Context: an optimization exercise on an open-source flow, tuned for small area. The choices shown serve that exercise and are no tape-out recipe. Only simulation tests tie the RTL to the original design; equivalence was not proved. Power and IR drop assume default switching activity.

--- design/flow/design.v ---
`default_nettype none
module fifo_16_1024_ft
  (
   input wire        clk,
   input wire        srst,
   input wire [15:0] din,
   input wire        wr_en,
   input wire        rd_en,
   output wire [15:0] dout,
   output wire       full,
   output reg        overflow,
   output wire       empty,
   output wire       valid,
   output reg        underflow,
   output wire       wr_rst_busy,
   output wire       rd_rst_busy
   );
    localparam DEPTH_LOG2 = 4;
    reg [15:0] mem [0:(1<<DEPTH_LOG2)-1];
    reg [DEPTH_LOG2:0] wp;
    reg [DEPTH_LOG2:0] rp;
    assign empty = (wp == rp);
    assign full = (wp[DEPTH_LOG2] != rp[DEPTH_LOG2]) &&
                  (wp[DEPTH_LOG2-1:0] == rp[DEPTH_LOG2-1:0]);
    assign valid = ~empty;
    assign dout = mem[rp[DEPTH_LOG2-1:0]];
    assign wr_rst_busy = 1'b0;
    assign rd_rst_busy = 1'b0;
    always @(posedge clk) begin
	if(wr_en == 1'b1 && full == 1'b0) begin
	    mem[wp[DEPTH_LOG2-1:0]] <= din;
	end
    end
    always @(posedge clk) begin
	if(srst == 1'b1) begin
	    wp <= 0;
	    rp <= 0;
	    overflow <= 1'b0;
	    underflow <= 1'b0;
	end else begin
	    if(wr_en == 1'b1 && full == 1'b0) begin
		wp <= wp + 1'b1;
	    end
	    if(rd_en == 1'b1 && empty == 1'b0) begin
		rp <= rp + 1'b1;
	    end
	    overflow <= wr_en & full;
	    underflow <= rd_en & empty;
	end
    end
endmodule  
`default_nettype wire
`default_nettype none
module ether_rx#(parameter APP_KEY=16'h6000)
(
input wire clk,
input wire reset,
input wire [511:0] recv_data,
input wire recv_valid,
input wire recv_sop,
input wire recv_eop,
input wire [7:0] recv_mty,
output reg [111:0] ether_header_data,
output reg ether_header_valid,
output reg [511:0] ether_data_data,
output reg ether_data_valid,
output reg ether_data_sop,
output reg ether_data_eop,
output reg [7:0] ether_data_mty
);
    enum {IDLE, RECV_ALL, LAST_ONE} state;
    reg [399:0] recv_buf;
    reg [7:0] recv_mty_reg;
    reg ether_data_sop_reg;
    always @(posedge clk) begin
	if(reset == 1'b1) begin
	    state <= IDLE;
	    ether_header_data <= 112'd0;
	    ether_header_valid <= 1'b0;
	    ether_data_data <= 512'd0;
	    ether_data_valid <= 1'b0;
	    ether_data_sop <= 1'b0;
	    ether_data_eop <= 1'b0;
	    ether_data_mty <= 8'd0;
	    recv_buf <= 400'd0;
	    recv_mty_reg <= 8'd0;
	    ether_data_sop_reg <= 1'b0;
	end else begin
	case(state)
	    IDLE: begin
		if(recv_sop == 1'b1 && recv_valid == 1'b1 && recv_data[415:400] == APP_KEY) begin
		    ether_header_data <= recv_data[511:400];
		    ether_header_valid <= 1'b1;
		    if(recv_eop == 1'b1) begin
			ether_data_data <= {recv_data[399:0], 112'd0};
			ether_data_eop <= 1'b1;
			ether_data_sop <= 1'b1;
			ether_data_valid <= 1'b1;
			ether_data_mty <= recv_mty + 14;
			state <= IDLE;
		    end else begin
			ether_data_valid <= 1'b0;
			ether_data_sop_reg <= 1'b1;
			recv_buf <= recv_data[399:0];
			state <= RECV_ALL;
		    end
		end else begin
		    ether_header_data <= 112'd0;
		    ether_header_valid <= 1'b0;
		    ether_data_data <= 512'd0;
		    ether_data_valid <= 1'b0;
		    ether_data_sop <= 1'b0;
		    ether_data_eop <= 1'b0;
		    ether_data_mty <= 8'd0;
		    recv_buf <= 400'd0;
		    recv_mty_reg <= 8'd0;
		    ether_data_sop_reg <= 1'b0;
		end
	    end
	    RECV_ALL: begin
		if(recv_valid == 1'b1) begin
		    ether_data_data <= {recv_buf[399:0], recv_data[511:400]};
		    ether_data_valid <= 1'b1;
		    ether_data_sop <= ether_data_sop_reg;
		    ether_data_sop_reg <= 1'b0;
		    recv_buf <= recv_data[399:0];
		    if(recv_eop == 1'b1) begin
			if(recv_mty >= 50) begin
			    ether_data_mty <= recv_mty - 50;
			    ether_data_eop <= 1'b1;
			    state <= IDLE;
			end else begin
			    ether_data_eop <= 1'b0;
			    recv_mty_reg <= recv_mty + 14;
			    state <= LAST_ONE;
			end
		    end
		end else begin
		    ether_data_valid <= 1'b0;
		end
	    end
	    LAST_ONE: begin
		ether_data_data <= {recv_buf, 112'h0};
		ether_data_valid <= 1'b1;
		ether_data_eop <= 1'b1;
		ether_data_sop <= 1'b0;
		ether_data_mty <= recv_mty_reg;
		state <= IDLE;
	    end
	    default: begin
		state <= IDLE;
	    end
	endcase
	end
    end
endmodule  
`default_nettype wire
`default_nettype none
module ether_tx
(
input wire clk,
input wire reset,
input wire [111:0] ether_header_data,
input wire ether_header_valid,
input wire [511:0] ether_data_data,
input wire ether_data_valid,
input wire ether_data_sop,
input wire ether_data_eop,
input wire [7:0] ether_data_mty,
output reg [511:0] send_data,
output reg send_valid,
output reg send_sop,
output reg send_eop,
output reg [7:0] send_mty
);
    enum {IDLE, RECV_ALL, LAST_ONE} state;
    reg [399:0] send_buf;
    reg [7:0] send_mty_reg;
    always @(posedge clk) begin
	if(reset == 1'b1) begin
	    state <= IDLE;
	    send_data <= 512'd0;
	    send_valid <= 1'b0;
	    send_sop <= 1'b0;
	    send_eop <= 1'b0;
	    send_mty <= 8'd0;
	    send_buf <= 112'd0;
	    send_mty_reg <= 8'd0;
	end else begin
	case(state)
	    IDLE: begin
		if(ether_header_valid == 1'b1 && ether_data_sop == 1'b1 && ether_data_valid == 1'b1) begin
		    send_data <= {ether_header_data, ether_data_data[511:112]};
		    send_valid <= 1'b1;
		    send_sop <= 1'b1;
		    send_buf <= ether_data_data[111:0];
		    if(ether_data_eop == 1'b1) begin
			if(ether_data_mty >= 14) begin
			    send_mty <= ether_data_mty - 14;
			    send_eop <= 1'b1;
			    state <= IDLE;
			end else begin
			    send_mty_reg <= ether_data_mty + 50;
			    send_eop <= 1'b0;
			    state <= LAST_ONE;
			end
		    end else begin
			send_eop <= 1'b0;
			state <= RECV_ALL;
		    end
		end else begin
		    send_data <= 512'd0;
		    send_valid <= 1'b0;
		    send_sop <= 1'b0;
		    send_eop <= 1'b0;
		    send_mty <= 8'd0;
		    send_buf <= 112'd0;
		    send_mty_reg <= 8'd0;
		end
	    end
	    RECV_ALL: begin
		if(ether_data_valid == 1'b1) begin
		    send_data <= {send_buf, ether_data_data[511:112]};
		    send_valid <= 1'b1;
		    send_sop <= 1'b0;
		    send_buf <= ether_data_data[111:0];
		    if(ether_data_eop == 1'b1) begin
			if(ether_data_mty >= 14) begin
			    send_mty <= ether_data_mty - 14;
			    send_eop <= 1'b1;
			    state <= IDLE;
			end else begin
			    send_mty_reg <= ether_data_mty + 50;
			    send_eop <= 1'b0;
			    state <= LAST_ONE;
			end
		    end
		end else begin
		    send_valid <= 1'b0;
		end
	    end
	    LAST_ONE: begin
		send_data <= {send_buf, 400'd0};
		send_valid <= 1'b1;
		send_eop <= 1'b1;
		send_sop <= 1'b0;
		send_mty <= send_mty_reg;
		state <= IDLE;
	    end
	    default: begin
		state <= IDLE;
	    end
	endcase
	end
    end
endmodule  
`default_nettype wire
`default_nettype none
module cmac_usplus_emitter
  (
   input wire clk,
   input wire reset,
   input wire [511:0] din_data,
   input wire din_valid,
   input wire din_sop,
   input wire din_eop,
   input wire [7:0] din_mty,
   output reg [511:0] dout_data,
   output reg dout_valid,
   output wire dout_kick,
   output wire [13:0] dout_bytes,
   input wire cmac_busy,
   input wire cmac_done,
   input wire cmac_tx_rdy
   );
    reg[7:0] data_ready_state;
    reg dout_ready;
    reg [15:0] dout_count;
    always @(posedge clk) begin
	if(reset == 1'b1) begin
	    dout_valid <= 1'b0;
	    dout_ready <= 1'b0;
	    dout_count <= 16'd0;
	    data_ready_state <= 8'd0;
	end else begin
	    dout_data <= din_data;
	    dout_valid <= din_valid;
	    if(data_ready_state == 0) begin
		if(din_valid == 1 && din_sop == 1) begin
		    if(din_eop == 1) begin
			dout_ready <= 1;
			dout_count <= 64 - din_mty;
		    end else begin
			dout_ready <= 0;
			dout_count <= 64;
			data_ready_state <= data_ready_state + 1;
		    end
		end else begin
		    dout_ready <= 0;
		end
	    end else if(data_ready_state == 1) begin
		if(din_valid == 1) begin
		    if(din_eop == 1) begin
			dout_ready <= 1;
			dout_count <= dout_count + (64 - din_mty);
			data_ready_state <= 0;
		    end else begin
			dout_ready <= 0;
			dout_count <= dout_count + 64;
		    end
		end else begin
		    dout_ready <= 0;
		end
	    end else begin
		dout_ready <= 0;
	    end
	end
    end
    reg fifo_rd;
    wire [15:0] fifo_q;
    wire fifo_full, fifo_empty;
    wire fifo_valid;
    wire fifo_overflow, fifo_underflow;
    wire fifo_wr_rst_busy, fifo_rd_rst_busy;
    fifo_16_1024_ft fifo_i(.clk(clk),
			   .srst(reset),
			   .din(dout_count),
			   .wr_en(dout_ready),
			   .rd_en(fifo_rd),
			   .dout(fifo_q),
			   .full(fifo_full),
			   .overflow(fifo_overflow),
			   .empty(fifo_empty),
			   .valid(fifo_valid),
			   .underflow(fifo_underflow),
			   .wr_rst_busy(fifo_wr_rst_busy),
			   .rd_rst_busy(fifo_rd_rst_busy));
    reg [7:0] kick_state;
    reg kick_reg;
    reg [13:0] bytes_reg;
    assign dout_kick = kick_reg;
    assign dout_bytes = bytes_reg;
    always @(posedge clk) begin
	if(reset == 1'b1) begin
	    kick_reg <= 1'b0;
	    bytes_reg <= 14'd0;
	    kick_state <= 8'd0;
	    fifo_rd <= 1'b0;
	end else begin
	    case(kick_state)
		0 : begin
		    if(fifo_valid && cmac_tx_rdy) begin
			kick_reg <= 1'b1;
			kick_state <= kick_state + 1;
			bytes_reg <= fifo_q[13:0];
			fifo_rd <= 1'b1;
		    end else begin
			kick_reg <= 1'b0;
			fifo_rd <= 1'b0;
		    end
		end
		1 : begin
		    fifo_rd <= 1'b0;
		    if(cmac_busy == 1'b1) begin  
			kick_reg <= 1'b0;
			kick_state <= kick_state + 1;
		    end
		end
		2 : begin
		    if(cmac_done == 1'b1) begin  
			kick_state <= 0;
		    end
		end
		default: begin
		    kick_state <= 0;
		    kick_reg <= 1'b0;
		    fifo_rd <= 1'b0;
		end
	    endcase  
	end
    end
endmodule  
`default_nettype wire
`default_nettype none
module ether_echo
  (
   input wire         clk,
   input wire         reset,
   input wire [127:0] rx_dataout0,
   input wire [127:0] rx_dataout1,
   input wire [127:0] rx_dataout2,
   input wire [127:0] rx_dataout3,
   input wire         rx_enaout0,
   input wire         rx_sopout0,
   input wire         rx_eopout0,
   input wire         rx_eopout1,
   input wire         rx_eopout2,
   input wire         rx_eopout3,
   input wire [3:0]   rx_mtyout0,
   input wire [3:0]   rx_mtyout1,
   input wire [3:0]   rx_mtyout2,
   input wire [3:0]   rx_mtyout3,
   output wire [511:0] send_data,
   output wire         send_valid,
   output wire         send_sop,
   output wire         send_eop,
   output wire [7:0]   send_mty,
   output wire         tx_kick,
   output wire [13:0]  tx_bytes,
   input wire          cmac_busy,
   input wire          cmac_done,
   input wire          cmac_tx_rdy
   );
    wire [7:0] recv_mty = rx_eopout3 == 1'b1 ? rx_mtyout3
	       : rx_eopout2 == 1'b1 ? rx_mtyout2 + 8'd16
	       : rx_eopout1 == 1'b1 ? rx_mtyout1 + 8'd32
	       : rx_eopout0 == 1'b1 ? rx_mtyout0 + 8'd48
               : 8'd0;
    wire [111:0] ether_header_data;
    wire         ether_header_valid;
    wire [511:0] ether_data_data;
    wire         ether_data_valid;
    wire         ether_data_sop;
    wire         ether_data_eop;
    wire [7:0]   ether_data_mty;
    ether_rx#(.APP_KEY(16'h3434)) ether_rx_i
      (
       .clk(clk),
       .reset(reset),
       .recv_data({rx_dataout0, rx_dataout1, rx_dataout2, rx_dataout3}),
       .recv_valid(rx_enaout0),
       .recv_sop(rx_sopout0),
       .recv_eop(rx_eopout0 || rx_eopout1 || rx_eopout2 || rx_eopout3),
       .recv_mty(recv_mty),
       .ether_header_data(ether_header_data),
       .ether_header_valid(ether_header_valid),
       .ether_data_data(ether_data_data),
       .ether_data_valid(ether_data_valid),
       .ether_data_sop(ether_data_sop),
       .ether_data_eop(ether_data_eop),
       .ether_data_mty(ether_data_mty)
       );
    ether_tx ether_tx_i
      (
       .clk(clk),
       .reset(reset),
       .ether_header_data({ether_header_data[63:16], ether_header_data[111:64], ether_header_data[15:0]}),  
       .ether_header_valid(ether_header_valid),
       .ether_data_data(ether_data_data),
       .ether_data_valid(ether_data_valid),
       .ether_data_sop(ether_data_sop),
       .ether_data_eop(ether_data_eop),
       .ether_data_mty(ether_data_mty),
       .send_data(send_data),
       .send_valid(send_valid),
       .send_sop(send_sop),
       .send_eop(send_eop),
       .send_mty(send_mty)
       );
    cmac_usplus_emitter cmac_usplus_emitter_i
      (
       .clk(clk),
       .reset(reset),
       .din_data(send_data),
       .din_valid(send_valid),
       .din_sop(send_sop),
       .din_eop(send_eop),
       .din_mty(send_mty),
       .dout_data(),
       .dout_valid(),
       .dout_kick(tx_kick),
       .dout_bytes(tx_bytes),
       .cmac_busy(cmac_busy),
       .cmac_done(cmac_done),
       .cmac_tx_rdy(cmac_tx_rdy)
       );
endmodule  
`default_nettype wire
--- design/flow/run.sh ---
#!/bin/bash
# synth_recipe.tcl (not shown) runs the flow's synth.tcl, then flattens the netlist and writes it again
# the make line also repeats each setting of config.mk as NAME=value (left out here)
make -C /OpenROAD-flow-scripts/flow DESIGN_CONFIG=/design/flow/config.mk WORK_HOME=/design/flow/orfs CLKGATE_MAP_FILE= SYNTH_SCRIPT=/design/flow/synth_recipe.tcl finish
--- design/flow/config.mk ---
export PLATFORM = sky130hd
export DESIGN_NAME = ether_echo
export DESIGN_NICKNAME = ether_echo
export VERILOG_FILES = /design/flow/design.v
export SDC_FILE = /design/flow/constraint.sdc
export NUM_CORES = 4
export LEC_CHECK = 0
export CAP_MARGIN = 20
export CORE_MARGIN = 2
export CORE_UTILIZATION = 40
export SLEW_MARGIN = 20
--- design/flow/constraint.sdc ---
create_clock -name core_clock -period 4.0 [get_ports {clk}]
set_input_delay 0.8000 -clock core_clock [delete_from_list [all_inputs] [get_ports {clk}]]
set_output_delay 0.8000 -clock core_clock [all_outputs]
set_load 0.01 [all_outputs]
==> qor.csv <==
metric;value;unit
CP Data Required Time;4.70;ns
CTS tree;built;
Synth cell types;75;
antenna violations before repair;95;
Final Hold Slack;0.4148;ns
Critical Path AT;4.36;ns
P&R area growth vs syn;27.31;%
Worst Path Class, Setup;reg -> reg;
Least-Margin Pin Slew;1.056;ns
ys flop type;dfxtp_1;
worst-skew pair later-pin latency;0.88;ns
cell with the most instances after synthesis;dfxtp_1;
max-slew violation count;0;
layout cell share with drive strength beyond 1;0.1317;
Synth Area in XOR/XNOR;0.004169;
power per cell area;429.0;nW/um^2
Seq cells post-synth;1972;
# DRC;0;
RR Startpoint;ether_tx_i.send_mty[0];
Slew HR;0.2950;
Worst Setup SP;ether_tx_i.send_mty[0];
clk buf depth;3;
syn avg cell area;9.947;sq um
postcts setup bufs;0;
vias in the first global route;61147;
post-synthesis adder-cell area fraction;0.006551;
post-route ant nets;0;
Peak supply drop;0.0003532;V
Buffers on Ports;1076;
Max Cap Viol;0;
Cells after Synth;7603;
combinational group share of total power;0.029;
row count;159;
switch share;0.2172;
FMAX;273.2;MHz
gpl congestion;0.8864;
Worst Path Max Fanout;9;
Synth top cells by count;dfxtp_1, nor2_1, nand2_1;
clk_skew;0.05751;ns
final setup violation count;0;
Hold Startpoint;reset;
CTS resizes;0;
first-pass GRT wire length;398900;microns
yosys warns;4;
RSZ-0062 raised after global routing;false;
top cell type's share of synthesized area;0.4627;
gr ovfl total;0;
startpoint class of the critical path;flip-flop;
switching power;8.971;mW
kind of end point of the critical path;flip-flop;
CTS HTree Levels;4;
Mapped Area;75630;sq um
DP HPWL;177600;microns
Die Wd;438.8;microns
register area share after synthesis;0.5516;
ys async rst share;0;
synth top area cells;dfxtp_1, edfxtp_1, a22oi_1, nor2_1, nor3_2;
Core Region;187800;sq um
DRT Pass-1 Iters;26;
Simple-Gate Fraction of Synth Area;0.1800;
die area;192600;sq um
EDFF count, synth;224;
initial cell density of the core;0.4027;
GRT Overall Usage;0.2687;
Flop pwr share;0.483;
minimum clock period after layout;3.660;ns
Hold Violations, Final;0;
Hold Crit Class;in -> reg;
largest net degree at the start of global routing;160;
outcome;timing/DRC/antenna clean;
Clock Pin Slew Worst Setup and Hold Paths;0.06;ns
Int Power;32.33;mW
CTS Hold Bufs;0;
Final Cycle Share;0.9151;
Synth Area in Compound Gates;0.1870;
mux share of post-synthesis cell area;0.02488;
CTS buffer count;205;
DR iter-0 viols;5027;
WL final;269600;microns
vias per cell;5.712;
Vias;63350;
I/O pin cnt;1077;
wire length per cell;24.31;microns
clock power share;0.488;
Leak;33.20;nW
clk root buf;clkbuf_16;
largest family of logic cells by synthesized area;compound AO/OA/AOI/OAI gates;
Design Power;41.31;mW
area leader, netlist;dfxtp_1;
layout net count;8921;
top flop regs;ether_rx_i.ether_data_data x512, ether_tx_i.send_data x512, ether_rx_i.recv_buf x400;
Die Span Y;438.8;microns
CTS Sinks;1972;
-- layer usage --
layer	vias up	share of wire	global-route usage
li1	29091	-	-
met5	-	0.00089	0
met4	38	0.066	0.1786
met3	603	0.061	0.05410
met2	2213	0.48	0.4299
met1	31405	0.39	0.3277
-- placed cells by master (no fill, tap or decap), drive strengths merged, types with 15 or more instances in the layout --
master and count:
a21oi 662, a221oi 415, a22o 97, a22oi 625
and2 18, and3 29, buf 197, bufinv 21
clkbuf 297, clkdlybuf4s50 1075, clkinv 53, dfxtp 1748
diode 77, edfxtp 224, ha 38, inv 41
mux2i 26, mux4 70, nand2 668, nand3 515
nor2 1039, nor3 422, o21ai 42, xnor2 21
xor2 15
-- through the flow --
stage	instance area (sq um)	worst slack [ns]	utilization	std cells	setup TNS, ns
2_1_floorplan	75640	0.8112	-	7607	0
3_3_place_gp	88890	0.03384	0.4733	10631	0
3_5_place_dp	88890	-0.03786	0.4733	10631	-0.6254
4_1_cts	96090	0.3179	0.5117	11014	0
5_1_grt	96250	0.07234	0.5125	11078	0
6_report	96280	0.3397	0.5127	11091	0
-- worst paths after layout --
kind | end | slack, ns | depth (start not counted)
setup / recovery | cmac_usplus_emitter_i.dout_count[13] | 0.34 | 12
hold / removal | cmac_usplus_emitter_i.dout_count[2] | 0.41 | 2
setup reg to reg | cmac_usplus_emitter_i.dout_count[13] | 0.34 | 12
hold reg to reg | ether_tx_i.send_data[365] | 0.42 | 2
-- area by class of cell --
cell class / count / area, sq um
Sequential cell: 1972 / 41730
Tap cell: 2495 / 3122
Multi-Input combinational cell: 4857 / 30620
Clock buffer: 297 / 6013
Fill cell: 16989 / 91520
Clock inverter: 86 / 1187
Timing Repair Buffer: 1272 / 13300
Antenna cell: 77 / 192.7
Inverter: 35 / 131.4
-- cells by family (layout without fill, tap and decap cells) --
family                   Yosys count  in the layout
AO/OA/AOI/OAI                   1935           1935
other                              1             82
flip-flops                      1972           1972
XOR/XNOR                          36             36
AND/OR/NAND/NOR                 2742           2742
buffers and inverters            778           1690
multiplexers                     100            100
adder cells (fa/ha/maj)           39             39
-- power by group through the flow --
stage	Sequential, mW	Clock (mW)	Combinational (mW)
4_1_cts	20.0	20.5	1.17
5_1_grt	19.9	21.3	1.23
6_report	20.0	20.2	1.18
3_3_place_gp	20.4	0	1.16
3_5_place_dp	20.4	0	1.16
2_1_floorplan	20.4	0	0.330
-- critical path, stage by stage (launching register included) --
cell and delay, ns:
dfxtp_1 0.39, inv_1 0.13, ha_1 0.19, or3b_2 0.48
nor3_1 0.26, o21bai_1 0.32, ha_1 0.44, a21oi_1 0.23
o221ai_1 0.19, a21o_1 0.20, a221o_1 0.36, xnor2_1 0.17
a41oi_1 0.13

-- port drivers added, routing unchanged --
The flow's constraints put no driver on any port. The routed layout listed below was extracted and timed again, unchanged, in two steps. Step 1 assumes that a clkbuf_16 drives the clock port and a buf_2 every other input. Step 2 adds t to the input delays and takes it off the output delays; t is the mean of the earliest and latest rising clock arrival at the registers after step 1. Input paths then give back, and output paths get back, about the clock's delay inside the block. a / b / c = ideal / step 1 / step 2; a / b = the first two.
t (ns): 0.943
setup slack, ns: 0.340 / 0.340 / -0.147
worst hold slack (ns): 0.415 / 0.406 / 0.422
latest minus earliest clock arrival (ns): 0.061 / 0.061
With both steps, setup timing fails in this run, where it was met with ideal ports. For this run, drivers alone change the setup slack by 0.000 ns; drivers and shift together by -0.487 ns.
